Context: an optimization exercise on an open-source flow, tuned for small area, a short achievable clock period and few clock cycles per item. The choices shown serve that exercise and are no tape-out recipe. In this exercise RTL edits were held to simulation tests only and were not proved equivalent to the original.

## flow/design.v (module list and top-level ports; edited modules follow where they fit)
// module SNN: 3490 lines
// module snn_pp: 7 lines
// module snn_x2: 7 lines
// module snn_mj: 8 lines
// module snn_fa: 10 lines
// module snn_ha: 9 lines
// module snn_qadd: 244 lines
module SNN(
	clk,
	rst_n,
	in_valid,
	img,
	ker,
	weight,
	out_valid,
	out_data
);
  // ...
==> flow/flow/run.sh <==
#!/bin/bash
# The standard layout, with the port buffers made of buf_4 cells instead of
# the cell buffer_ports picks by default (a slow delay buffer).
set -o pipefail
export BUFFER_PORTS_ARGS="-buffer_cell sky130_fd_sc_hd__buf_4"
bash standard.sh 2>&1 | tee standard.log
==> flow/standard.sh <==
#!/bin/bash
# synth_recipe.tcl (not shown) runs the flow's synth.tcl, then flattens the netlist and writes it again
# the make line also repeats each setting of config.mk as NAME=value (left out here)
make -C /OpenROAD-flow-scripts/flow DESIGN_CONFIG=/design/flow/config.mk WORK_HOME=/design/flow/orfs CLKGATE_MAP_FILE= SYNTH_SCRIPT=/design/flow/synth_recipe.tcl "${@:-finish}"
==> flow/config.mk <==
export PLATFORM = sky130hd
export DESIGN_NAME = SNN
export DESIGN_NICKNAME = SNN
export VERILOG_FILES = /design/flow/design.v
export SDC_FILE = /design/flow/constraint.sdc
export NUM_CORES = 4
export LEC_CHECK = 0
export CAP_MARGIN = 20
export CORE_MARGIN = 2
export CORE_UTILIZATION = 55
export CTS_BUF_LIST = sky130_fd_sc_hd__clkbuf_8 sky130_fd_sc_hd__clkbuf_4
export SLEW_MARGIN = 20
export SYNTH_HIERARCHICAL = 1
==> flow/constraint.sdc <==
create_clock -name core_clock -period 17.0 [get_ports {clk}]
set_input_delay 3.4000 -clock core_clock [delete_from_list [all_inputs] [get_ports {clk}]]
set_output_delay 3.4000 -clock core_clock [all_outputs]
set_load 0.01 [all_outputs]
==> flow_summary.yaml, run 1 <==
yosys:
  yosys.area_share.adder_pct: 41.0
  synth_edf_count: 171
  synth_top_family_by_area: "adder cells"
  synth.most_common_cell: "nor2_1"
placed_design:
  placedCellCount: 3897
  post-place-ws_ps: 12400
  port-buffer-count: 37
grt:
  antenna_found_initial: 1
  grt_pass1_wl_um: 135000
run_status:
  status: "no timing/DRC/antenna violations"
cells_and_area:
  nFillCells: 5170
  ff_latch_area_um2: 11600
timing:
  setup_viol: 0
  rsz0062_at_grt: "no"
  drv_slew: 0
  hold_violations: 0
  finClkSkew_ps: 33.4
  fin_ws_ps: 12310
setup_path:
  worst-path-stages: 15
  cp.arrival_ps: 5230
  r2r_setup_slack_ps: 12310
  start_kind: "register"
  worstSetupPathType: "register to register"
route:
  vias: 22209
  routed.top_layer: "met5"
hold_path:
  hold-path-endpoint: "sr3_n[1]"
Testbench counts, summed over its fixed seeds: cycles 14,976, items 192.
==> inputs of run 2 (changes only) <==
--- a/flow/config.mk
+++ b/flow/config.mk
@@ -7,7 +7,7 @@
 export LEC_CHECK = 0
 export CAP_MARGIN = 20
 export CORE_MARGIN = 2
-export CORE_UTILIZATION = 55
+export CORE_UTILIZATION = 65
 export CTS_BUF_LIST = sky130_fd_sc_hd__clkbuf_8 sky130_fd_sc_hd__clkbuf_4
 export SLEW_MARGIN = 20
 export SYNTH_HIERARCHICAL = 1
==> flow_summary.yaml, run 2 <==
timing:
  setup_viol: 0
  worst_slew_pin_slew_ps: 1180
  max_freq_mhz: 218
  relSlewSlack_pct: 20.7
  fin_ws_ps: 12410
  holdWs_ps: 303
  drv_slew: 0
  finClkSkew_ps: 33.9
  fin_setup_tns_ps: 0
  rsz0062_at_grt: "no"
  fin_crit_ps: 4590
  hold_violations: 0
  finalCritPeriodShare_pct: 27.0
clock_tree:
  ctsResizeCount: 0
  cts_root_buf: "clkbuf_8"
  cts_tree: "done"
  clk_pin_slew_ps: 60
  clkLatencyLatePin_ps: 670
  clock_path_buffers: 3
  h-tree-depth: 3
  cts_setup_buffers: 0
  cts_buffers: 81
  cts.sinks: 487
  postCtsHoldBufs: 0
yosys:
  syn_area_um2: 35400
  synthDistinctLibCells: 79
  synthFlopType: "dfxtp_1"
  synth_mux_area_share_pct: 1.21
  ys_ff_latch: 487
  yosysTopAreaCell: "fa_1"
  yosys_warnings: 7
  synth.avg_cell_area_um2: 11.9
  yosys.area_share.adder_pct: 41.0
  synthCells: 2982
  synthSimpleGateAreaFrac_pct: 10.3
  synth_compound_area_share_pct: 3.33
  synth_edf_count: 171
  synth_top_area_share_pct: 29.4
  synth_top_family_by_area: "adder cells"
  ys_top_cells_by_count: "nor2_1, fa_1, xor2_1, dfxtp_1, ha_1"
  ys_seq_area_share_pct: 32.7
  synthXorXnorAreaFrac_pct: 10.0
  synth.most_common_cell: "nor2_1"
  synth_area_leaders: "fa_1, dfxtp_1, edfxtp_1"
  async_reset_ff_share_pct: 5.34
cells_and_area:
  layout_common_cells: "nor2_1, fa_1, xor2_1, dfxtp_1, ha_1"
  top_register: "conv"
  drive_gt1_share_pct: 12.6
  area_delta_synth_final_pct: 8.78
  nFillCells: 3837
  nets: 3851
  largest_reg_flops: 20
  layout_commonest_cell: "nor2_1"
  ff_latch_area_um2: 11600
  multi_input_area_um2: 23500
setup_path:
  crit_fanout: 1
  cpMaxStageDelayCell: "dfrtp_1"
  slowest_delay_ps: 380
  cp-end-kind: "output pin"
  start_kind: "register"
  cp.arrival_ps: 1190
  cp.required_ps: 13600
  worstSetupPathType: "register to output pin"
  crit_chain: "buf_4"
  critPathTopFamily: "flip-flops"
  r2r_setup_slack_ps: 12450
  worst-path-buf-inv: 1
die:
  ios: 38
  start_util_pct: 65.9
  core.rowCount: 85
  core_area_um2: 53800
  die_w_um: 238
  die_area_um2: 56400
  die_h_um: 238
grt:
  globalRouteOverflowTotal: 0
  grt_pass1_vias: 24875
  grt_pass1_wl_um: 132000
  grt_max_degree: 47
  grt_usage_pct: 30.2
  antenna_found_initial: 7
run_status:
  status: "no timing/DRC/antenna violations"
route:
  wire_per_inst_um: 20.7
  post-route-drc-count: 0
  vias: 22682
  drt_iter0_drc: 1507
  first_pass_iters: 5
  via_per_inst: 5.82
  postRouteAntennaNets: 0
  finalWirelength_um: 80500
job:
  drv_cap: 0
hold_path:
  hold_class: "register to register"
placed_design:
  post-place-ws_ps: 12480
  dp_hpwl_um: 63900
  finalWeightedCongestion: 0.907
  port-buffer-count: 37
## run 2: cell types whose count changed in the layout (fill, tap and decap cells not counted), moves of 2 or more
cell / delta
buf_4: +2
bufinv_16: -4
clkbuf_4: +4
clkinv_1: +2
clkinv_2: -8
diode_2: +5
inv_8: +2
## run 2: logic make-up (layout without fill, tap and decap cells)
| logic type | after synthesis | count (layout) |
|---|---|---|
| AND/OR/NAND/NOR | 876 | 876 |
| adder cells (fa/ha/maj) | 866 | 866 |
| flip-flops | 487 | 487 |
| XOR/XNOR | 404 | 404 |
| AO/OA/AOI/OAI | 175 | 175 |
| buffers and inverters | 133 | 314 |
| multiplexers | 39 | 39 |
| other | 2 | 37 |
## run 2: per-layer routing
layer / GRT usage (%) / part of all wire (%)
met5: 0 / 0.050
met1: 41.1 / 41
met4: 10.5 / 3.3
met3: 6.28 / 7.2
met2: 48.9 / 49
## run 2: worst paths after layout
path,from,to,cells past startpoint
min in group asynchronous,rst_n,out_data[2],1
max reg2reg,px_n[2],conv[19],15
min,sr8_n[0],sr9_n[0],0
min reg2reg,sr8_n[0],sr9_n[0],0
max,out_data[5],out_data[5],1
max in group asynchronous,rst_n,xv,1
## run 2: per-module statistics from Yosys (local to each module, per instance)
module | area (um2) | times used | cells inside
SNN | 16700 | 1 | 1192
snn_qadd | 663 | 1 | 81
snn_fa | 20.0 | 501 | 1
snn_ha | 12.5 | 76 | 1
snn_mj | 11.3 | 164 | 1
snn_x2 | 8.76 | 328 | 1
snn_pp | 3.75 | 640 | 1
## run 2: per-stage QoR
step | utilization (%) | std cells | instance area, um2
after CTS | 71.6 | 3888 | 38500
final | 71.6 | 3894 | 38600
after floorplan | - | 3012 | 35600
after detailed placement | 68.2 | 3739 | 36700
after global placement | 68.2 | 3739 | 36700
after global routing | 71.6 | 3892 | 38500
## run 2: area by class of cell
| type | count | share of cell area, % |
|---|---|---|
| clock buffer | 113 | 3.71 |
| inverter | 120 | 1.17 |
| sequential | 487 | 30.1 |
| tap | 696 | 2.26 |
| timing repair buffer | 45 | 0.876 |
| multi-input combinational | 2392 | 60.9 |
| antenna | 5 | 0.0325 |
| clock inverter | 36 | 0.993 |
==> inputs of run 3 (changes only) <==
==> flow/flow/run.sh (replaced) <==
#!/bin/bash
# The standard layout, with two changes to how it is made:
#  - the port buffers are buf_4 cells instead of the cell buffer_ports picks
#    by default (a slow delay buffer);
#  - the timing repair steps aim for 12.6 ns of setup slack on the 17 ns
#    clock, so they size up the gates of the longest register-to-register
#    paths. The clock, its period and the constraints are unchanged.
set -o pipefail
export BUFFER_PORTS_ARGS="-buffer_cell sky130_fd_sc_hd__buf_4"
export SETUP_SLACK_MARGIN=12.6
bash standard.sh 2>&1 | tee standard.log
--- a/flow/config.mk
+++ b/flow/config.mk
@@ -7,7 +7,7 @@
 export LEC_CHECK = 0
 export CAP_MARGIN = 20
 export CORE_MARGIN = 2
-export CORE_UTILIZATION = 65
+export CORE_UTILIZATION = 55
 export CTS_BUF_LIST = sky130_fd_sc_hd__clkbuf_8 sky130_fd_sc_hd__clkbuf_4
 export SLEW_MARGIN = 20
 export SYNTH_HIERARCHICAL = 1
==> flow_summary.yaml, run 3 <==
timing:
  hold_violations: 0
  fin_setup_tns_ps: 0
  worst_slew_pin_slew_ps: 1030
  rsz0062_at_grt: "yes"
  finClkSkew_ps: 33.4
  fin_crit_ps: 4610
  max_freq_mhz: 217
  finalCritPeriodShare_pct: 27.1
  setup_viol: 0
  holdWs_ps: 317
  drv_slew: 0
  relSlewSlack_pct: 30.6
  fin_ws_ps: 12390
placed_design:
  placedCellCount: 3897
  dp_hpwl_um: 65500
  finalWeightedCongestion: 0.877
  port-buffer-count: 37
  post-place-ws_ps: 12400
yosys:
  ys_top_cells_by_count: "nor2_1, fa_1, xor2_1, dfxtp_1, ha_1"
  async_reset_ff_share_pct: 5.34
  synth.avg_cell_area_um2: 11.9
  synth_area_leaders: "fa_1, dfxtp_1, edfxtp_1"
  syn_area_um2: 35400
  yosys_warnings: 7
  ys_ff_latch: 487
  yosysTopAreaCell: "fa_1"
  synthDistinctLibCells: 79
  synth_top_area_share_pct: 29.4
  synthFlopType: "dfxtp_1"
  synth.most_common_cell: "nor2_1"
  ys_seq_area_share_pct: 32.7
  synthCells: 2982
  synth_edf_count: 171
route:
  drt_iter0_drc: 1606
  vias: 22354
  first_pass_iters: 5
  wire_per_inst_um: 20.3
  via_per_inst: 5.48
  finalWirelength_um: 82600
  post-route-drc-count: 0
  postRouteAntennaNets: 0
grt:
  grt_usage_pct: 26.2
  grt_max_degree: 47
  grt_pass1_vias: 24727
  grt_pass1_wl_um: 135000
  globalRouteOverflowTotal: 0
  antenna_found_initial: 1
clock_tree:
  cts_root_buf: "clkbuf_8"
  clkLatencyLatePin_ps: 690
  postCtsHoldBufs: 0
  cts.sinks: 487
  h-tree-depth: 3
  cts_tree: "done"
  clock_path_buffers: 3
  clk_pin_slew_ps: 70
  cts_buffers: 85
job:
  drv_cap: 0
setup_path:
  cp.arrival_ps: 1210
  start_kind: "register"
  cp-end-kind: "output pin"
  worstSetupPathType: "register to output pin"
  critPathTopFamily: "flip-flops"
  cpMaxStageDelayCell: "dfrtp_1"
  slowest_delay_ps: 400
  worst-path-buf-inv: 1
  cp.required_ps: 13600
  r2r_setup_slack_ps: 12770
  regToRegEndpoint: "xs[15]"
  reg2reg_depth: 14
  crit_fanout: 1
  r2r-start: "m_n[5]"
  crit_chain: "buf_6"
die:
  start_util_pct: 55.3
  core_area_um2: 64100
  die_area_um2: 66500
  core.rowCount: 93
  die_h_um: 258
  die_w_um: 258
  ios: 38
cells_and_area:
  n_antenna_cell: 0
  largest_reg_flops: 20
  layout_commonest_cell: "nor2_1"
  drive_gt1_share_pct: 14.5
  nets: 3874
  layout_common_cells: "nor2_1, fa_1, xor2_1, dfxtp_1, ha_1"
  fin_cells: 4076
  nFillCells: 5161
  top_register: "conv"
  area_delta_synth_final_pct: 10.7
run_status:
  status: "no timing/DRC/antenna violations"
hold_path:
  holdPathStages: 0
  hold_class: "register to register"
  hold_start: "sr2_n[1]"
  hold-path-endpoint: "sr3_n[1]"
## run 3: cell families (layout without fill, tap and decap cells)
family | count (synthesis) | in the layout | share of synthesized area (%)
flops | 487 | 487 | 32.7
simple gates | 876 | 876 | 10.3
mux | 39 | 39 | 1.21
compound gates | 175 | 175 | 3.33
fa+ha+maj | 866 | 866 | 41.0
other cells | 2 | 32 | 0.0212
buf+inv | 133 | 342 | 1.44
xor+xnor | 404 | 404 | 10.0
## run 3: cell type report
| cell class | instances | area, um2 | area share, % |
|---|---|---|---|
| sequential | 487 | 11600 | 29.6 |
| clock inverter | 48 | 574 | 1.46 |
| multi-input combinational | 2392 | 23600 | 60.1 |
| tap | 855 | 1070 | 2.73 |
| clock buffer | 110 | 1410 | 3.60 |
| timing repair buffer | 64 | 522 | 1.33 |
| inverter | 120 | 450 | 1.15 |
## run 3: repair_timing
item                                    in CTS  in global routing
cloned                                       0                  0
resized for setup                           23                 32
buffers inserted                             0                 21
endpoints found under the setup margin      19                 24
pin swaps                                    0                  4
## run 3: metal layers
metal	routed length, um	GRT usage [%]	share of wire, %	vias up
met4	2300	8.03	2.8	2
met3	4290	4.20	5.2	158
met1	36000	36.5	44	11385
met5	13	0	0.016	-
li1	-	-	-	10153
met2	40000	42.5	48	656
## run 3: worst max path at each step
stage | endpoint | slack, ps | start | cells past startpoint
final | out_data[5] | 12390 | out_data[5] | 1
after floorplan | xs[15] | 13000 | m_n[6] | 14
after detailed placement | out_data[1] | 12400 | fcnt[0] | 15
after CTS | out_data[5] | 12320 | out_data[5] | 1
after global routing | out_data[5] | 12320 | out_data[5] | 1
after global placement | acc[9] | 12540 | fcnt[0] | 15
## run 3: per-stage QoR
stage                     cell area [um2]  utilization, %
final                               39200            61.2
after global routing                39200            61.2
after CTS                           39000            60.8
after detailed placement            36900            57.6
after global placement              36900            57.6
after floorplan                     35600               -
## run 3: modules after synthesis (local to each module, per instance)
module,area [um2],cells inside,copies in the design,flip-flops and latches
SNN,16700,1192,1,487
snn_qadd,663,81,1,0
snn_fa,20.0,1,501,0
snn_ha,12.5,1,76,0
snn_mj,11.3,1,164,0
snn_x2,8.76,1,328,0
snn_pp,3.75,1,640,0
==> inputs of run 4 (changes only) <==
==> flow/flow/run.sh (replaced) <==
#!/bin/bash
# The standard layout (standard.sh), with these changes to how it is made:
#  - the port buffers are buf_4 cells instead of the cell buffer_ports picks
#    by default (a slow delay buffer);
#  - the timing repair steps aim for 12.7 ns of setup slack on the 17 ns
#    clock and may change a cell's footprint, so they size up the gates of
#    the longest paths. The clock, its period and the constraints are
#    unchanged.
set -o pipefail
bash standard.sh \
  BUFFER_PORTS_ARGS="-buffer_cell sky130_fd_sc_hd__buf_4" \
  SETUP_SLACK_MARGIN=12.7 \
  MATCH_CELL_FOOTPRINT=0 \
  finish 2>&1 | tee standard.log
==> flow_summary.yaml, run 4 <==
clock_tree:
  clkLatencyLatePin_ps: 690
  cts.sinks: 487
  h-tree-depth: 3
  postCtsHoldBufs: 0
  cts_root_buf: "clkbuf_8"
  cts_tree: "done"
  clock_path_buffers: 3
  clk_pin_slew_ps: 70
  cts_buffers: 85
setup_path:
  crit_fanout: 1
  crit_chain: "buf_6"
  critPathTopFamily: "flip-flops"
  start_kind: "register"
  cp.required_ps: 13600
  slowest_delay_ps: 390
  cpMaxStageDelayCell: "dfrtp_1"
  r2r-start: "sr6_n[2]"
  r2r_setup_slack_ps: 12810
  worstSetupPathType: "register to output pin"
  worst-path-stages: 1
  regToRegEndpoint: "a2_c[11]"
  cp-end-kind: "output pin"
  cp.arrival_ps: 1210
  reg2reg_depth: 8
  worst-path-buf-inv: 1
die:
  ios: 38
  die_area_um2: 66500
  core.rowCount: 93
  die_h_um: 258
  die_w_um: 258
  start_util_pct: 55.3
  core_area_um2: 64100
yosys:
  ys_top_cells_by_count: "nor2_1, fa_1, xor2_1, dfxtp_1, ha_1"
  syn_area_um2: 35400
  ys_ff_latch: 487
  async_reset_ff_share_pct: 5.34
  yosysTopAreaCell: "fa_1"
  synth_area_leaders: "fa_1, dfxtp_1, edfxtp_1"
  synth_top_area_share_pct: 29.4
  yosys_warnings: 7
  synth.most_common_cell: "nor2_1"
  ys_seq_area_share_pct: 32.7
  synth_edf_count: 171
  synthCells: 2982
  synthFlopType: "dfxtp_1"
  synthDistinctLibCells: 79
  synth.avg_cell_area_um2: 11.9
timing:
  rsz0062_at_grt: "yes"
  worst_slew_pin_slew_ps: 1050
  holdWs_ps: 316
  finalCritPeriodShare_pct: 27.1
  finClkSkew_ps: 32.9
  fin_setup_tns_ps: 0
  drv_slew: 0
  hold_violations: 0
  relSlewSlack_pct: 29.4
  setup_viol: 0
  max_freq_mhz: 217
  fin_crit_ps: 4610
route:
  via_per_inst: 5.46
  post-route-drc-count: 0
  first_pass_iters: 5
  drt_iter0_drc: 1409
  finalWirelength_um: 82800
  vias: 22415
  wire_per_inst_um: 20.2
  postRouteAntennaNets: 0
cells_and_area:
  area_delta_synth_final_pct: 11.7
  nets: 3906
  n_antenna_cell: 0
  largest_reg_flops: 20
  drive_gt1_share_pct: 16.0
  fin_cells: 4108
  layout_commonest_cell: "nor2_1"
  layout_common_cells: "nor2_1, fa_1, xor2_1, dfxtp_1, ha_1"
  top_register: "conv"
placed_design:
  placedCellCount: 3897
  port-buffer-count: 37
  finalWeightedCongestion: 0.877
  dp_hpwl_um: 65500
run_status:
  status: "no timing/DRC/antenna violations"
grt:
  globalRouteOverflowTotal: 0
  grt_pass1_vias: 24775
  grt_usage_pct: 26.2
  grt_max_degree: 47
  antenna_found_initial: 1
  grt_pass1_wl_um: 135000
hold_path:
  hold_start: "sr2_n[1]"
  hold_class: "register to register"
  holdPathStages: 0
  hold-path-endpoint: "sr3_n[1]"
job:
  drv_cap: 0
run 4: logic make-up after synthesis:
group | Yosys count | synth area share (%)
compound gates | 175 | 3.33
xor+xnor | 404 | 10.0
fa+ha+maj | 866 | 41.0
buf+inv | 133 | 1.44
flops | 487 | 32.7
mux | 39 | 1.21
other cells | 2 | 0.0212
simple gates | 876 | 10.3
run 4: layer usage:
layer  GRT usage, %  part of all wire, %  wire (um)
met1           36.5                   43      35800
met5              0                0.016         13
met3           4.14                  5.4       4490
met2           42.6                   49      40300
met4           8.08                  2.7       2220
run 4: how the worst max path moves through the flow:
stage | endpoint | start
floorplan | xs[15] | m_n[6]
global placement | acc[9] | fcnt[0]
detailed placement | out_data[1] | fcnt[0]
CTS | out_data[5] | out_data[5]
global route | out_data[5] | out_data[5]
finish | out_data[5] | out_data[5]
run 4: repair_timing:
item | in CTS | in global routing
cloned | 0 | 0
gates resized for setup | 34 | 53
setup buffers | 12 | 41
setup endpoints to repair | 21 | 26
pin swaps | 2 | 14
run 4: final cells by class:
cell class                 count  area (um2)
tap                          855        1070
clock buffer                 110        1410
inverter                     120         462
clock inverter                48         574
timing repair buffer          96         759
sequential                   487       11600
multi-input combinational   2392       23700
fill                        5134       24500
run 4: stage by stage:
step	setup WS [ps]	util (%)	area, um2
global placement	12540	57.6	36900
floorplan	13000	-	35600
detailed placement	12400	57.6	36900
CTS	12320	61.0	39100
finish	12390	61.7	39600
global route	12320	61.7	39600
run 4: Yosys stat by module (local to each module, per instance):
module / copies in the design / area [um2] / flip-flops and latches / cells
SNN: 1 / 16700 / 487 / 1192
snn_fa: 501 / 20.0 / 0 / 1
snn_ha: 76 / 12.5 / 0 / 1
snn_mj: 164 / 11.3 / 0 / 1
snn_pp: 640 / 3.75 / 0 / 1
snn_qadd: 1 / 663 / 0 / 81
snn_x2: 328 / 8.76 / 0 / 1

[re-timing with driven ports]
No port has a modelled driver above. Below, the same layouts with a new extraction and two added sets of constraints. Step 1 sets driving cells, clkbuf_16 on the clock port and buf_2 on the other inputs (assumed; they add their load-dependent delay and slew). Step 2 also shifts input and output timing later by t, the mid clock arrival at the registers, as if the neighbouring blocks saw the same clock. a / b / c = ideal ports / drivers / drivers and shift; a / b = the first two.
run | t, ns | slack for setup (ns) | hold WS [ns] | clock arrival spread, ns
run 1 | 0.734 | 12.313 / 12.313 / 12.313 | 0.319 / 0.319 / 0.319 | 0.041 / 0.041
run 2 | 0.712 | 12.411 / 12.350 / 12.447 | 0.303 / 0.303 / 0.303 | 0.037 / 0.037
run 3 | 0.734 | 12.386 / 12.327 / 12.621 | 0.317 / 0.317 / 0.317 | 0.042 / 0.041
run 4 | 0.734 | 12.390 / 12.331 / 12.623 | 0.316 / 0.316 / 0.316 | 0.041 / 0.041
After both steps every run listed still meets setup and hold.
